Context: an optimization exercise on an open-source flow, tuned for small area, a short achievable clock period and few clock cycles per item. The choices shown serve that exercise and are no tape-out recipe. Where RTL was checked, it was by simulation tests only, not by an equivalence proof against the original.

Setup of v6:
==> flow/design.v (excerpt) <==
module invsqrt (clk, rst, start, float_in, float_out, ready);
Size: ~2400 cells after synthesis, ~68 I/O pins, ~19000 sq um of cells after synthesis.
clock: 11.0 ns
lec_check: 0
abc_area: 1
cap_margin: 20
core_margin: 2
core_utilization: 55
setup_slack_margin: 3
slew_margin: 20
synth_hierarchical: 1
synth_minimum_keep_size: 0
tns_end_percent: 0
run.sh (not shown) runs the stock make flow with config.mk's settings and CLKGATE_MAP_FILE= SYNTH_SCRIPT=/design/flow/synth_recipe.tcl, a recipe that flattens the netlist after the stock synthesis.
Testbench counts of v6, summed over its fixed seeds: cycles 12,800, items 3,200.
For v7, these inputs were changed with respect to v6:
--- a/flow/config.mk
+++ b/flow/config.mk
@@ -11,2 +11,2 @@
-export CORE_UTILIZATION = 55
-export SETUP_SLACK_MARGIN = 3
+export CORE_UTILIZATION = 62
+export SETUP_SLACK_MARGIN = 2
==> run notes <==
Against v6, v7 reports a non-clock inverter instance count of the final layout that is lower.
NOTE cell count v6->v7 decreased by a few percent
v7 against v6: clock-buffer cell count moved up; multi-input gate count held.
met4 as the top layer reached by signal wires was reported by v6, and met5 by v7.
Taking v6 as the reference, in v7 wire length lost 1400 microns, estimated wirelength of the detail-placed design lost about 4%, final period demand of the worst path picked up an extra 35 ps.

========
== the previous run ==
invsqrt, a different RTL version from the one above (not shown whole).
Size in the first run: roughly 2500 cells after synthesis, ~68 I/O pins.
==> flow/config.mk <==
export PLATFORM = sky130hd
export DESIGN_NAME = invsqrt
export DESIGN_NICKNAME = invsqrt
export VERILOG_FILES = /design/flow/design.v
export SDC_FILE = /design/flow/constraint.sdc
export NUM_CORES = 4
export LEC_CHECK = 0
export ABC_AREA = 1
export CAP_MARGIN = 20
export CORE_MARGIN = 2
export CORE_UTILIZATION = 62
export SETUP_SLACK_MARGIN = 2.5
export SLEW_MARGIN = 20
export SYNTH_HIERARCHICAL = 1
export SYNTH_MINIMUM_KEEP_SIZE = 0
export TNS_END_PERCENT = 0
==> flow/constraint.sdc <==
create_clock -name core_clock -period 11.0 [get_ports {clk}]
set_input_delay 2.2000 -clock core_clock [delete_from_list [all_inputs] [get_ports {clk}]]
set_output_delay 2.2000 -clock core_clock [all_outputs]
set_load 0.01 [all_outputs]
standard.sh (not shown) runs the stock make flow with config.mk's settings and CLKGATE_MAP_FILE= SYNTH_SCRIPT=/design/flow/synth_recipe.tcl, a recipe that flattens the netlist after the stock synthesis.
==> flow/flow/run.sh <==
#!/bin/bash
# The standard layout, with the port buffers made of plain buffers
# (sky130_fd_sc_hd__buf_2) instead of the default delay-cell buffers.
set -euo pipefail
export BUFFER_PORTS_ARGS="-buffer_cell sky130_fd_sc_hd__buf_2"
bash standard.sh > standard_flow.log 2>&1
Testbench counts of the previous run, summed over its fixed seeds: cycles 12,800, items 3,200.
[inputs] the current run vs the previous run
Settings: SETUP_SLACK_MARGIN now 2, was 2.5.
==> flow/run.sh (new file) <==
#!/bin/bash
# synth_recipe.tcl (not shown) runs the flow's synth.tcl, then flattens the netlist and writes it again
# the make line also repeats each setting of config.mk as NAME=value (left out here)
make -C /OpenROAD-flow-scripts/flow DESIGN_CONFIG=/design/flow/config.mk WORK_HOME=/design/flow/orfs CLKGATE_MAP_FILE= SYNTH_SCRIPT=/design/flow/synth_recipe.tcl finish
removed: flow/flow/run.sh
removed: flow/standard.sh
==> run notes <==
- The current run vs the previous run — non-clock buffer total of the final layout dropped about 14%.
- The lower first-pass GRT wire length came out of the previous run.
- From the previous run to the current run the numbers moved as follows: clock network area share shows no meaningful change; final period demand of the worst path climbed 0.20 ns.
- A top layer reached by signal wires of met5 is what the previous run shows, while met4 belongs to the current run.

========
## south
invsqrt, a different RTL version from the one above (not shown whole).
For scale: about 2,700 cells after synthesis, roughly 68 I/O pins, roughly 20,000 µm² of cells after synthesis.
clock: 11.0 ns
lec_check: 0
abc_area: 1
cap_margin: 20
core_margin: 2
core_utilization: 62
setup_slack_margin: 3
slew_margin: 20
synth_hierarchical: 1
synth_minimum_keep_size: 0
tns_end_percent: 0
==> flow/flow/run.sh <==
#!/bin/bash
# The standard layout, with the port buffers made of plain buffers
# (sky130_fd_sc_hd__buf_2) instead of the default delay-cell buffers.
set -euo pipefail
export BUFFER_PORTS_ARGS="-buffer_cell sky130_fd_sc_hd__buf_2"
bash standard.sh > standard_flow.log 2>&1
south finished all stages; the layout is clean.
diff inputs: south => north
diff --git a/flow/config.mk b/flow/config.mk
--- a/flow/config.mk
+++ b/flow/config.mk
@@ -12 +12 @@
-export SETUP_SLACK_MARGIN = 3
+export SETUP_SLACK_MARGIN = 2.5
### Flow results
- north vs. south: met1 wire length went down, fraction of layout instances using a drive strength above 1 went down, number of cells on the worst reg-to-reg path went down.
- In the metrics for north and south, the one carrying the higher proportion of cell area occupied by multi-input gates is north.
No run of this note included a check of the RTL's function; only the layout flow was run.

[what the ideal ports hide]
How much do the figures lean on ideal ports? The routed layouts below were timed once more, with nothing changed but the port constraints.
Step 1 assumes that a clkbuf_16 drives the clock port and a buf_2 every other input.
Step 2 moves the port delays by t, midway between the first and last clock arrival at a register: inputs arrive t later, outputs are due t later. That takes back most of the time a late clock gives input paths.
Slacks: ideal ports / drivers / drivers and shift; pairs: ideal ports / drivers.
run	shift t [ns]	setup slack, ns	slew at the worst register clock pin (ns)
v6	0.328	1.946 / 1.946 / 1.798	0.06 / 0.06
v7	0.330	1.911 / 1.911 / 1.707	0.06 / 0.06
the previous run	0.332	2.301 / 2.314 / 1.983	0.06 / 0.06
the current run	0.329	2.106 / 2.115 / 1.791	0.07 / 0.07
south	0.358	2.246 / 2.283 / 1.924	0.07 / 0.07
north	0.350	2.335 / 2.309 / 1.959	0.07 / 0.07
After both steps setup and hold are still met in every run listed. For north, which loses most, drivers alone change the setup slack by -0.026 ns; drivers and shift together by -0.376 ns.
